From an optimization exercise on the open Yosys and OpenROAD flow, aimed at small area; shortcuts taken in it are not production practice. Function was checked by simulation only, so behaviour that the tests miss may differ from the original. Power is estimated from default activity; no workload was simulated.

<file path="flow/config.mk">
export PLATFORM = sky130hd
export DESIGN_NAME = Main
export DESIGN_NICKNAME = Main
export VERILOG_FILES = /design/flow/design.v
export SDC_FILE = /design/flow/constraint.sdc
export NUM_CORES = 4
export LEC_CHECK = 0
export CAP_MARGIN = 20
export CORE_MARGIN = 2
export CORE_UTILIZATION = 40
export SLEW_MARGIN = 20
export SYNTH_MEMORY_MAX_BITS = 65536
</file>
<file path="flow/constraint.sdc">
create_clock -name core_clock -period 40.0 [get_ports {clk}]
set_input_delay 8.0000 -clock core_clock [delete_from_list [all_inputs] [get_ports {clk}]]
set_output_delay 8.0000 -clock core_clock [all_outputs]
set_load 0.01 [all_outputs]
</file>
<file path="flow/design.v">
`timescale 1ns / 1ps
module Digits(input [3:0] digit, input [5:0] row, input [5:0] col, output reg data);
always @(*) begin
	case(digit)
	4'd0: data = (row >= 13 && row < 41 && col >= 36 && col < 43) ||
		(row >= 13 && row < 41 && col >= 14 && col < 21) ||
		(row >= 41 && row < 47 && col >= 21 && col < 37) ||
		(row >= 8 && row < 14 && col >= 20 && col < 36) ||
		(row >= 19 && row < 35 && col >= 9 && col < 21) ||
		(row >= 20 && row < 36 && col >= 36 && col < 48) ||
		(row >= 12 && row < 20 && col >= 31 && col < 42) ||
		(row >= 35 && row < 42 && col >= 15 && col < 26) ||
		(row >= 41 && row < 46 && col >= 20 && col < 38) ||
		(row >= 9 && row < 13 && col >= 19 && col < 37) ||
		(row >= 13 && row < 15 && col >= 22 && col < 29) ||
		(row >= 18 && row < 36 && col >= 10 && col < 13) ||
		(row >= 33 && row < 42 && col >= 36 && col < 42) ||
		(row >= 19 && row < 26 && col >= 36 && col < 47) ||
		(row >= 12 && row < 38 && col >= 15 && col < 21) ||
		(row >= 18 && row < 22 && col >= 44 && col < 46) ||
		(row >= 34 && row < 37 && col >= 13 && col < 21) ||
		(row >= 19 && row < 37 && col >= 46 && col < 47) ||
		(row >= 24 && row < 37 && col >= 36 && col < 44) ||
		(row >= 14 && row < 15 && col >= 30 && col < 43);
	4'd1: data = (row >= 9 && row < 46 && col >= 27 && col < 39) ||
		(row >= 41 && row < 46 && col >= 16 && col < 50) ||
		(row >= 14 && row < 20 && col >= 21 && col < 39);
	4'd2: data = (row >= 25 && row < 36 && col >= 20 && col < 37) ||
		(row >= 41 && row < 46 && col >= 10 && col < 46) ||
		(row >= 9 && row < 14 && col >= 15 && col < 42) ||
		(row >= 13 && row < 24 && col >= 36 && col < 46) ||
		(row >= 30 && row < 41 && col >= 15 && col < 25) ||
		(row >= 14 && row < 20 && col >= 10 && col < 20) ||
		(row >= 20 && row < 30 && col >= 31 && col < 42) ||
		(row >= 36 && row < 43 && col >= 10 && col < 25);
	4'd3: data = (row >= 9 && row < 14 && col >= 15 && col < 46) ||
		(row >= 41 && row < 46 && col >= 15 && col < 42) ||
		(row >= 30 && row < 41 && col >= 36 && col < 46) ||
		(row >= 20 && row < 30 && col >= 25 && col < 36) ||
		(row >= 14 && row < 20 && col >= 32 && col < 42) ||
		(row >= 25 && row < 30 && col >= 20 && col < 41) ||
		(row >= 36 && row < 41 && col >= 10 && col < 20) ||
		(row >= 24 && row < 26 && col >= 25 && col < 37);
	4'd4: data = (row >= 9 && row < 46 && col >= 31 && col < 41) ||
		(row >= 30 && row < 36 && col >= 10 && col < 46) ||
		(row >= 9 && row < 20 && col >= 25 && col < 41) ||
		(row >= 14 && row < 25 && col >= 20 && col < 25) ||
		(row >= 20 && row < 34 && col >= 15 && col < 20) ||
		(row >= 25 && row < 32 && col >= 10 && col < 20);
	4'd5: data = (row >= 9 && row < 14 && col >= 10 && col < 42) ||
		(row >= 25 && row < 41 && col >= 36 && col < 46) ||
		(row >= 20 && row < 25 && col >= 10 && col < 42) ||
		(row >= 41 && row < 46 && col >= 15 && col < 42) ||
		(row >= 11 && row < 22 && col >= 10 && col < 20) ||
		(row >= 36 && row < 41 && col >= 10 && col < 20);
	4'd6: data = (row >= 19 && row < 41 && col >= 10 && col < 20) ||
		(row >= 41 && row < 46 && col >= 15 && col < 42) ||
		(row >= 30 && row < 41 && col >= 36 && col < 46) ||
		(row >= 25 && row < 30 && col >= 10 && col < 41) ||
		(row >= 9 && row < 14 && col >= 20 && col < 41) ||
		(row >= 14 && row < 19 && col >= 15 && col < 25);
	4'd7: data = (row >= 9 && row < 14 && col >= 10 && col < 46) ||
		(row >= 30 && row < 46 && col >= 20 && col < 31) ||
		(row >= 9 && row < 20 && col >= 36 && col < 46) ||
		(row >= 9 && row < 20 && col >= 10 && col < 20) ||
		(row >= 25 && row < 30 && col >= 25 && col < 36) ||
		(row >= 20 && row < 25 && col >= 31 && col < 41);
	4'd8: data = (row >= 41 && row < 46 && col >= 15 && col < 42) ||
		(row >= 30 && row < 36 && col >= 25 && col < 46) ||
		(row >= 14 && row < 25 && col >= 10 && col < 20) ||
		(row >= 9 && row < 14 && col >= 15 && col < 36) ||
		(row >= 25 && row < 30 && col >= 15 && col < 36) ||
		(row >= 13 && row < 24 && col >= 36 && col < 41) ||
		(row >= 30 && row < 41 && col >= 10 && col < 15) ||
		(row >= 31 && row < 41 && col >= 36 && col < 46) ||
		(row >= 20 && row < 28 && col >= 15 && col < 25);
	4'd9: data = (row >= 14 && row < 36 && col >= 36 && col < 46) ||
		(row >= 9 && row < 14 && col >= 15 && col < 42) ||
		(row >= 14 && row < 25 && col >= 10 && col < 20) ||
		(row >= 25 && row < 30 && col >= 15 && col < 46) ||
		(row >= 41 && row < 46 && col >= 15 && col < 36) ||
		(row >= 36 && row < 41 && col >= 31 && col < 41);
	default: data = 1'b0;
	endcase
end
endmodule
`timescale 1ns / 1ps
module Messages_ROM(input [1:0] player, input [5:0] row, input [6:0] col, output reg data);
always @(*) begin
	case(player)
	2'd1: data = (row >= 8 && row < 43 && col >= 27 && col < 32) ||
		(row >= 8 && row < 43 && col >= 86 && col < 91) ||
		(row >= 22 && row < 33 && col >= 42 && col < 57) ||
		(row >= 8 && row < 43 && col >= 65 && col < 69) ||
		(row >= 8 && row < 43 && col >= 76 && col < 80) ||
		(row >= 8 && row < 43 && col >= 4 && col < 8) ||
		(row >= 8 && row < 43 && col >= 53 && col < 57) ||
		(row >= 8 && row < 43 && col >= 42 && col < 46) ||
		(row >= 8 && row < 18 && col >= 115 && col < 121) ||
		(row >= 13 && row < 28 && col >= 15 && col < 19) ||
		(row >= 23 && row < 28 && col >= 95 && col < 106) ||
		(row >= 38 && row < 43 && col >= 95 && col < 106) ||
		(row >= 28 && row < 33 && col >= 4 && col < 17) ||
		(row >= 8 && row < 13 && col >= 60 && col < 73) ||
		(row >= 8 && row < 13 && col >= 4 && col < 17) ||
		(row >= 8 && row < 13 && col >= 95 && col < 104) ||
		(row >= 38 && row < 43 && col >= 60 && col < 73) ||
		(row >= 17 && row < 28 && col >= 76 && col < 84) ||
		(row >= 13 && row < 23 && col >= 93 && col < 97) ||
		(row >= 28 && row < 38 && col >= 104 && col < 108) ||
		(row >= 38 && row < 43 && col >= 23 && col < 36) ||
		(row >= 18 && row < 28 && col >= 113 && col < 117) ||
		(row >= 22 && row < 38 && col >= 84 && col < 91) ||
		(row >= 12 && row < 17 && col >= 101 && col < 106) ||
		(row >= 33 && row < 38 && col >= 93 && col < 97) ||
		(row >= 38 && row < 43 && col >= 110 && col < 113) ||
		(row >= 18 && row < 31 && col >= 48 && col < 51) ||
		(row >= 12 && row < 26 && col >= 76 && col < 82) ||
		(row >= 24 && row < 33 && col >= 82 && col < 91) ||
		(row >= 26 && row < 33 && col >= 113 && col < 115) ||
		(row >= 24 && row < 43 && col >= 42 && col < 47) ||
		(row >= 13 && row < 18 && col >= 25 && col < 32) ||
		(row >= 15 && row < 23 && col >= 115 && col < 119) ||
		(row >= 31 && row < 38 && col >= 51 && col < 57) ||
		(row >= 32 && row < 37 && col >= 42 && col < 48);
	2'd2: data = (row >= 22 && row < 33 && col >= 42 && col < 57) ||
		(row >= 8 && row < 43 && col >= 65 && col < 69) ||
		(row >= 8 && row < 43 && col >= 76 && col < 80) ||
		(row >= 8 && row < 43 && col >= 87 && col < 91) ||
		(row >= 8 && row < 43 && col >= 4 && col < 8) ||
		(row >= 8 && row < 43 && col >= 53 && col < 57) ||
		(row >= 8 && row < 43 && col >= 42 && col < 46) ||
		(row >= 38 && row < 43 && col >= 21 && col < 36) ||
		(row >= 23 && row < 33 && col >= 25 && col < 32) ||
		(row >= 8 && row < 18 && col >= 115 && col < 121) ||
		(row >= 13 && row < 28 && col >= 15 && col < 19) ||
		(row >= 23 && row < 28 && col >= 95 && col < 106) ||
		(row >= 38 && row < 43 && col >= 95 && col < 106) ||
		(row >= 8 && row < 13 && col >= 23 && col < 34) ||
		(row >= 22 && row < 33 && col >= 82 && col < 91) ||
		(row >= 28 && row < 33 && col >= 4 && col < 17) ||
		(row >= 8 && row < 13 && col >= 60 && col < 73) ||
		(row >= 8 && row < 13 && col >= 4 && col < 17) ||
		(row >= 8 && row < 13 && col >= 95 && col < 104) ||
		(row >= 38 && row < 43 && col >= 60 && col < 73) ||
		(row >= 13 && row < 23 && col >= 93 && col < 97) ||
		(row >= 28 && row < 38 && col >= 104 && col < 108) ||
		(row >= 18 && row < 28 && col >= 113 && col < 117) ||
		(row >= 12 && row < 22 && col >= 32 && col < 36) ||
		(row >= 33 && row < 38 && col >= 21 && col < 28) ||
		(row >= 17 && row < 28 && col >= 76 && col < 84) ||
		(row >= 18 && row < 28 && col >= 30 && col < 34) ||
		(row >= 33 && row < 38 && col >= 93 && col < 97) ||
		(row >= 13 && row < 18 && col >= 21 && col < 25) ||
		(row >= 12 && row < 17 && col >= 102 && col < 106) ||
		(row >= 32 && row < 38 && col >= 84 && col < 91) ||
		(row >= 38 && row < 43 && col >= 110 && col < 113) ||
		(row >= 30 && row < 37 && col >= 42 && col < 49) ||
		(row >= 12 && row < 26 && col >= 76 && col < 82) ||
		(row >= 28 && row < 33 && col >= 23 && col < 32) ||
		(row >= 26 && row < 33 && col >= 113 && col < 115) ||
		(row >= 15 && row < 23 && col >= 115 && col < 119) ||
		(row >= 31 && row < 38 && col >= 51 && col < 57) ||
		(row >= 18 && row < 23 && col >= 49 && col < 51) ||
		(row >= 24 && row < 43 && col >= 42 && col < 47);
	default: data = 1'b0;
	endcase
end
endmodule
`timescale 1ns / 1ps
module CLK_DIV #(parameter divider = 250, parameter W = 8) (
    input clk_in,
    input reset,
    output clk_out
    );
	localparam [W-1:0] LAST = divider - 1;
	reg [W-1:0] counter;
	assign clk_out = &(counter | ~LAST);
	always @ (posedge clk_in)
	begin
		if (reset || clk_out)
			counter <= {W{1'b0}};
		else
			counter <= counter + 1'b1;
	end
endmodule
`timescale 1ns / 1ps
module Main(
	input clk,
	input Pause, Reset, P1_Left, P1_Right, P2_Left, P2_Right, P1_Press, P2_Press,
	output reg hsync, vsync,
	output reg [2:0] pixel
	);
	localparam [1:0] LEFT = 2'd0, CENTER = 2'd1, RIGHT = 2'd2;
	localparam DOWN = 1'b0, UP = 1'b1;
	wire input_tick, score_tick;
	CLK_DIV #(.divider(250), .W(8)) input_clk_div(clk, Reset, input_tick);
	CLK_DIV #(.divider(499), .W(9)) score_clk_div(clk, Reset, score_tick);
	reg [3:0] P1_Score, P2_Score;
	reg [9:0] ball_x;
	reg [8:0] ball_y;
	wire goal_top = ball_y <= 9'd10;         
	wire goal_bot = ball_y >= 9'd460;        
	wire win1 = P1_Score == 4'd9;
	wire win2 = !win1 && P2_Score == 4'd9;
	wire ignore = win1 || (P2_Score == 4'd9);
	always @(posedge clk)
		if (Reset) begin
			P1_Score <= 4'd0;
			P2_Score <= 4'd0;
		end else if (score_tick) begin
			if (goal_top)
				P1_Score <= P1_Score + 1'b1;
			else if (goal_bot)
				P2_Score <= P2_Score + 1'b1;
		end
	reg [9:0] paddle1_x, paddle2_x;
	always @(posedge clk)
		if (Reset) begin
			paddle1_x <= 10'd270;
			paddle2_x <= 10'd270;
		end else if (input_tick && !ignore) begin
			if (P1_Left) begin
				if (paddle1_x != 10'd10) paddle1_x <= paddle1_x - 1'b1;
			end else if (P1_Right) begin
				if (paddle1_x != 10'd530) paddle1_x <= paddle1_x + 1'b1;
			end
			if (P2_Left) begin
				if (paddle2_x != 10'd10) paddle2_x <= paddle2_x - 1'b1;
			end else if (P2_Right) begin
				if (paddle2_x != 10'd530) paddle2_x <= paddle2_x + 1'b1;
			end
		end
	reg resting, player, y_direction;
	reg [1:0] x_direction;
	reg n_resting, n_player, n_y_direction, move_x, move_y;
	reg [1:0] n_x_direction;
	wire [9:0] hit_px = ball_y[8] ? paddle2_x : paddle1_x;
	wire [10:0] hit_d = {1'b0, ball_x} + 11'd10 - {1'b0, hit_px};
	wire hit_x = !hit_d[10] && hit_d[9:0] <= 10'd110;
	wire hit = hit_x && ((ball_y >= 9'd440 && ball_y <= 9'd460) || (ball_y <= 9'd30 && ball_y >= 9'd20));
	always @(*) begin
		n_resting = resting;
		n_player = player;
		n_x_direction = x_direction;
		n_y_direction = y_direction;
		move_x = 1'b0;
		move_y = 1'b0;
		if (resting) begin
			if (!player) begin
				n_resting = !P1_Press;
				n_x_direction = P1_Left ? LEFT : P1_Right ? RIGHT : CENTER;
			end else begin
				n_resting = !P2_Press;
				n_x_direction = P2_Left ? LEFT : P2_Right ? RIGHT : CENTER;
			end
		end else begin
			if (goal_top || goal_bot) begin
				n_resting = 1'b1;
				n_player = goal_bot;
			end
			if (hit) begin
				if (x_direction == 2'd3)
					n_x_direction = CENTER;
				if (y_direction == DOWN) begin
					if (P2_Left) n_x_direction = LEFT;
					else if (P2_Right) n_x_direction = RIGHT;
					n_y_direction = UP;
				end else begin
					if (P1_Left) n_x_direction = LEFT;
					else if (P1_Right) n_x_direction = RIGHT;
					n_y_direction = DOWN;
				end
			end
			case (n_x_direction)
				LEFT:
					if (ball_x <= 10'd10)
						n_x_direction = RIGHT;
					else begin
						move_x = 1'b1;
						move_y = 1'b1;
					end
				CENTER:
					move_y = 1'b1;
				RIGHT:
					if (ball_x >= 10'd620)
						n_x_direction = LEFT;
					else begin
						move_x = 1'b1;
						move_y = 1'b1;
					end
				default: ;
			endcase
		end
	end
	always @(posedge clk)
		if (Reset) begin
			ball_x <= 10'd315;
			ball_y <= 9'd35;
			resting <= 1'b1;
			x_direction <= CENTER;
			y_direction <= DOWN;
			player <= 1'b0;
		end else if (input_tick) begin
			if (resting) begin
				ball_x <= (player ? paddle2_x : paddle1_x) + 10'd45;
				ball_y <= player ? 9'd435 : 9'd35;
			end else begin
				if (move_x)
					ball_x <= (n_x_direction == LEFT) ? ball_x - 1'b1 : ball_x + 1'b1;
				if (move_y)
					ball_y <= (n_y_direction == DOWN) ? ball_y + 1'b1 : ball_y - 1'b1;
			end
			resting <= n_resting;
			x_direction <= n_x_direction;
			y_direction <= n_y_direction;
			player <= n_player;
		end
	reg [9:0] hcount, vcount;
	reg [3:0] digit;
	reg [12:0] msg_addr;
	wire visible = hcount < 10'd640 && vcount < 10'd480;
	wire border = vcount < 10'd10 || vcount >= 10'd470 || hcount < 10'd10 || hcount >= 10'd630 ||
	              (vcount >= 10'd235 && vcount < 10'd245);
	wire [10:0] pad_d = {1'b0, hcount} - {1'b0, vcount[8] ? paddle2_x : paddle1_x};
	wire pad_x = !pad_d[10] && pad_d[9:0] < 10'd100;
	wire pad1 = vcount >= 10'd20 && vcount < 10'd30 && pad_x;
	wire pad2 = vcount >= 10'd450 && vcount < 10'd460 && pad_x;
	wire dcol = hcount >= 10'd288 && hcount < 10'd352;
	wire box1 = dcol && vcount >= 10'd161 && vcount < 10'd225;
	wire box2 = dcol && vcount >= 10'd255 && vcount < 10'd319;
	wire mcol = hcount >= 10'd256 && hcount < 10'd384;
	wire msg1 = mcol && vcount >= 10'd87 && vcount < 10'd151 && win2;
	wire msg2 = mcol && vcount >= 10'd329 && vcount < 10'd393 && win1;
	wire [10:0] ball_dy = {1'b0, vcount} - {2'b0, ball_y};
	wire [10:0] ball_dx = {1'b0, hcount} - {1'b0, ball_x};
	wire ball = !ball_dy[10] && ball_dy[9:0] < 10'd10 && !ball_dx[10] && ball_dx[9:0] < 10'd10;
	wire [5:0] drow = box2 ? vcount[5:0] - 6'd63 : vcount[5:0] - 6'd33;
	wire [5:0] dcolumn = {~hcount[5], hcount[4:0]};
	wire digit_data, message_data;
	Digits digits_rom(.digit(digit), .row(drow), .col(dcolumn), .data(digit_data));
	Messages_ROM messages(.player({win2, win1}), .row(msg_addr[12:7]), .col(msg_addr[6:0]), .data(message_data));
	always @(posedge clk)
		if (Reset) begin
			hcount <= 10'd0;
			vcount <= 10'd0;
			hsync <= 1'b1;
			vsync <= 1'b1;
			pixel <= 3'b000;
			digit <= 4'd0;
			msg_addr <= 13'd0;
		end else begin
			if (hcount == 10'd799) begin
				hcount <= 10'd0;
				vcount <= (vcount == 10'd524) ? 10'd0 : vcount + 1'b1;
			end else
				hcount <= hcount + 1'b1;
			vsync <= !(vcount >= 10'd490 && vcount < 10'd492);
			hsync <= !(hcount >= 10'd656 && hcount < 10'd752);
			if (hcount == 10'd351 && vcount == 10'd224)
				digit <= P1_Score;
			else if (hcount == 10'd351 && vcount == 10'd318)
				digit <= P2_Score;
			if (visible && !border && !pad1 && !pad2 && !box1 && !box2 && (msg1 || msg2))
				msg_addr <= msg_addr + 1'b1;
			if (!visible)
				pixel <= 3'b000;
			else if (border)
				pixel <= 3'b010;
			else if (pad1)
				pixel <= 3'b100;
			else if (pad2)
				pixel <= 3'b001;
			else if (box1)
				pixel <= digit_data ? 3'b100 : 3'b000;
			else if (box2)
				pixel <= digit_data ? 3'b001 : 3'b000;
			else if (msg1 || msg2)
				pixel <= message_data ? 3'b111 : 3'b000;
			else if (ball)
				pixel <= 3'b111;
			else
				pixel <= 3'b000;
		end
endmodule
</file>
<file path="flow/run.sh">
#!/bin/bash
# synth_recipe.tcl (not shown) runs the flow's synth.tcl, then flattens the netlist and writes it again
# the make line also repeats each setting of config.mk as NAME=value (left out here)
make -C /OpenROAD-flow-scripts/flow DESIGN_CONFIG=/design/flow/config.mk WORK_HOME=/design/flow/orfs CLKGATE_MAP_FILE= SYNTH_SCRIPT=/design/flow/synth_recipe.tcl finish
</file>
==> flow_metrics.tcl <==
set metrics [dict create \
    cts_tree "done" \
    max_slew.worst_pin.slew_ps 1060 \
    place.gp.congestion 0.961 \
    hold_viol_final 0 \
    final-setup-viol-count 0 \
    synth_area_leader_cell "dfxtp_1" \
    p_comb_share_pct 8.6 \
    ant_nets 0 \
    clk_latency_ps 380 \
    netlist.area_leader.share_pct 17.8 \
    die_x_um 180 \
    synth_seq_cells 111 \
    r2r-end "ball_x[9]" \
    async_flop_share_pct 0 \
    power.sequential.fraction_pct 47.1 \
    drt-met1-wl_um 17800 \
    htree_levels 3 \
    clock_sinks 111 \
    synth_ff_type "dfxtp_1" \
    vias 12600 \
    core_um2 30600 \
    maxSlewHeadroom_pct 28.9 \
    wl_met2_um 17300 \
    cts_setup_buffers 0 \
    drt_iter0_drc 1332 \
    initial_core_util_pct 40.7 \
    numCtsBuffers 9 \
    multiInputGateArea_um2 9510 \
    synth.avg_cell_area_um2 7.26 \
    skew_ps 8.66 \
    cts_hold_buf 0 \
    worstPathArrival_ps 13040 \
    ios 14 \
    maxCapViolCount 0 \
    grt_usage_pct 23.2 \
    synth_cell_types 83 \
    wl_per_cell_um 18.6 \
    worstPathRequired_ps 40280 \
    dp_hpwl_um 28200 \
    fin_crit_sh_pct 31.9 \
    grt_pass1_vias 11700 \
    nNetsFinal 1771 \
    grt_first_pass_wirelength_um 62600 \
    cts_resized 0 \
    grt_remaining_overflow 0 \
    cts_buffer_depth 2 \
    wl_um 38300 \
    path_max_fanout 18 \
    p_int_w 0.000178 \
    top_layer_used "met4" \
    path_class "primary input to flip-flop" \
    seq_area_um2 2220 \
    synth_most_common_cell "nor2_1" \
    place_area_um2 12800 \
    holdPathStages 1 \
    switching_power_w 0.0000610 \
    dr.pass1.iters 6 \
    synth_area_leaders "dfxtp_1, ha_1, nor2_1" \
    netSwitchingFraction_pct 25.5 \
    synth-edff-count 0 \
    die-area_um2 32600 \
    n_antenna_cell 0 \
    die_h_um 180 \
    cp-end-kind "flip-flop" \
    fmax_mhz 78.4 \
    rsz0062_at_grt "false" \
    final_layout_size_suffix_gt1_share_pct 4.10 \
    clockPowerShare_pct 44.3 \
    r2r_cells 26 \
    drc 0 \
    reg2reg_slack_ps 33100 \
    antenna_found_initial 0 \
    cts_root_buffer "clkbuf_16" \
    holdCritPathClass "flip-flop to flip-flop" \
    ir_worst_vdd_v 0.0000224 \
    vias_per_cell 6.15 \
    rows 64 \
    path_clk_slew_ps 80 \
    slew_violations 0 \
    power_density_nw_per_um2 18.2 \
    seq_area_frac_synth_pct 17.8 \
    start_kind "primary input" \
    synth_nets 1832 \
    min_to "score_clk_div.counter[0]" \
    p_leak_nw 5.07 \
    portBuffers 12 \
    netlist_area_um2 12400 \
    synthToLayoutAreaGrowth_pct 5.43 \
    yosys_warnings 5 \
    finalSetupTns_ps 0 \
    wl_met3_um 2330 \
    fin_area_um2 13100 \
    synthTopCellsByCount "nor2_1, nand2_1, dfxtp_1" \
    outcome "timing/DRC/antenna clean" \
    n_fill_cell 3202 \
    netlist_instances 1715 \
    grt_max_degree 62 \
    post-route-min-period_ps 12760 \
    min_from "score_clk_div.counter[0]" \
    reg2reg_from "ball_y[8]" \
]
registers in the layout, summed over array words and instances, names as in the netlist, 8 cells and up:
signal and count:
paddle2_x 10, ball_y 9, hcount 10, vcount 10, paddle1_x 10, ball_x 10, score_clk_div.counter 9, input_clk_div.counter 8
msg_addr 13
cell families after synthesis:
kind of cell | Yosys count | share of synthesized area, %
AND/OR/NAND/NOR | 664 | 26.8
multiplexers | 46 | 3.86
buffers and inverters | 187 | 5.76
XOR/XNOR | 106 | 7.52
AO/OA/AOI/OAI | 493 | 26.9
flip-flops | 111 | 17.8
adder cells (fa/ha/maj) | 108 | 11.3
worst max-delay path, cell delays in order:
cell             delay (ps)
clkdlybuf4s50_1         970
inv_1                   340
o211ai_1                160
o21ai_0                 190
mux2i_4                 260
a21boi_2                280
a21oi_1                 120
or2_2                   350
inv_1                   250
ha_1                    290
a21o_1                  170
a21oi_1                 220
o21ai_0                 120
a21oi_1                 230
o21ai_0                 190
a21o_1                  210
a21oi_1                 160
xnor2_1                 150
xnor2_1                  80
o41ai_1                 280
per-layer routing:
metal	vias to the layer above	GRT usage, %
li1	6197	-
met1	5947	32.2
met2	430	37.2
met3	69	2.91
met4	0	7.65
met5	-	0
per-stage QoR:
stage | setup WS [ps] | std cells | total power, W | utilization (%) | hold WS, ps
after global placement | 27010 | 2039 | 0.000135 | 41.8 | 446
after CTS | 27300 | 2055 | 0.000242 | 42.9 | 479
after global routing | 26900 | 2055 | 0.000249 | 42.9 | 510
after floorplan | 28400 | 1715 | 0.000130 | - | 430
final | 27240 | 2055 | 0.000239 | 42.9 | 470
after detailed placement | 26930 | 2039 | 0.000136 | 41.8 | 461
worst max-delay path by stage:
stage / from / endpoint / slack [ps] / depth (start not counted)
after floorplan: P1_Left / ball_x[9] / 28400 / 20
final: P1_Left / ball_x[9] / 27240 / 20
after global routing: P1_Left / ball_x[9] / 26900 / 20
after CTS: P1_Left / ball_x[9] / 27300 / 20
after detailed placement: P1_Left / ball_x[9] / 26930 / 20
after global placement: P1_Left / ball_x[9] / 27010 / 20
power by group through the flow:
stage	clock network, W	registers (W)	logic [W]
after floorplan	0	0.000115	0.0000154
after global placement	0	0.000115	0.0000200
after detailed placement	0	0.000115	0.0000203
after CTS	0.000109	0.000113	0.0000205
after global routing	0.000113	0.000113	0.0000232
final	0.000106	0.000113	0.0000207
cells in the final DEF, fill, tap and decap left out, types with 9 or more instances in the layout:
cell             instances
a2111oi_0               10
a211o_1                  9
a211oi_1                35
a21o_1                  26
a21oi_1                101
a31oi_1                 24
and2_1                  12
and3_1                  20
buf_4                   15
clkbuf_16                9
clkdlybuf4s50_1         11
dfxtp_1                111
ha_1                   100
inv_1                   85
mux2i_1                 39
nand2_1                119
nand2b_1                34
nand3_1                 64
nand3b_1                12
nand4_1                 22
nor2_1                 197
nor2b_1                 28
nor3_1                  54
nor3b_1                 14
nor4_1                  28
o2111ai_1               11
o211ai_1                31
o21a_1                  16
o21ai_0                 91
o22ai_1                 19
o31ai_1                 13
or2_2                   12
or3_1                   11
or4_1                   11
xnor2_1                 60
xor2_1                  45
area by class of cell:
type | instances | share of cell area, %
inverter | 88 | 2.52
multi-input combinational | 1417 | 72.5
clock inverter | 5 | 0.658
tap | 396 | 3.78
timing repair buffer | 27 | 1.73
sequential | 111 | 16.9
clock buffer | 11 | 1.93

[what the ideal ports hide]
The flow's constraints put no driver on any port. The routed layout listed below was extracted and timed again, unchanged, in two steps. Step 1 (the two cells are an assumption about what drives the block):
set clk [get_ports {clk}]
set_driving_cell -lib_cell sky130_fd_sc_hd__clkbuf_16 $clk
set_driving_cell -lib_cell sky130_fd_sc_hd__buf_2 [delete_from_list [all_inputs] $clk]
Step 2 times the ports against the registers' clock, not the clock port: input delays grow and output delays shrink by t, the midpoint of the rising clock arrivals with the driver on. Slacks: ideal / step 1 / step 2; pairs: ideal / step 1.
shift t [ns]: 0.422
slack for setup (ns): 27.237 / 27.262 / 26.840
worst setup path at the end: input to register
worst slew at a driven data input, ns: 0.03
After both steps this run still meets setup and hold. For this run, drivers alone change the setup slack by +0.025 ns; drivers and shift together by -0.397 ns.
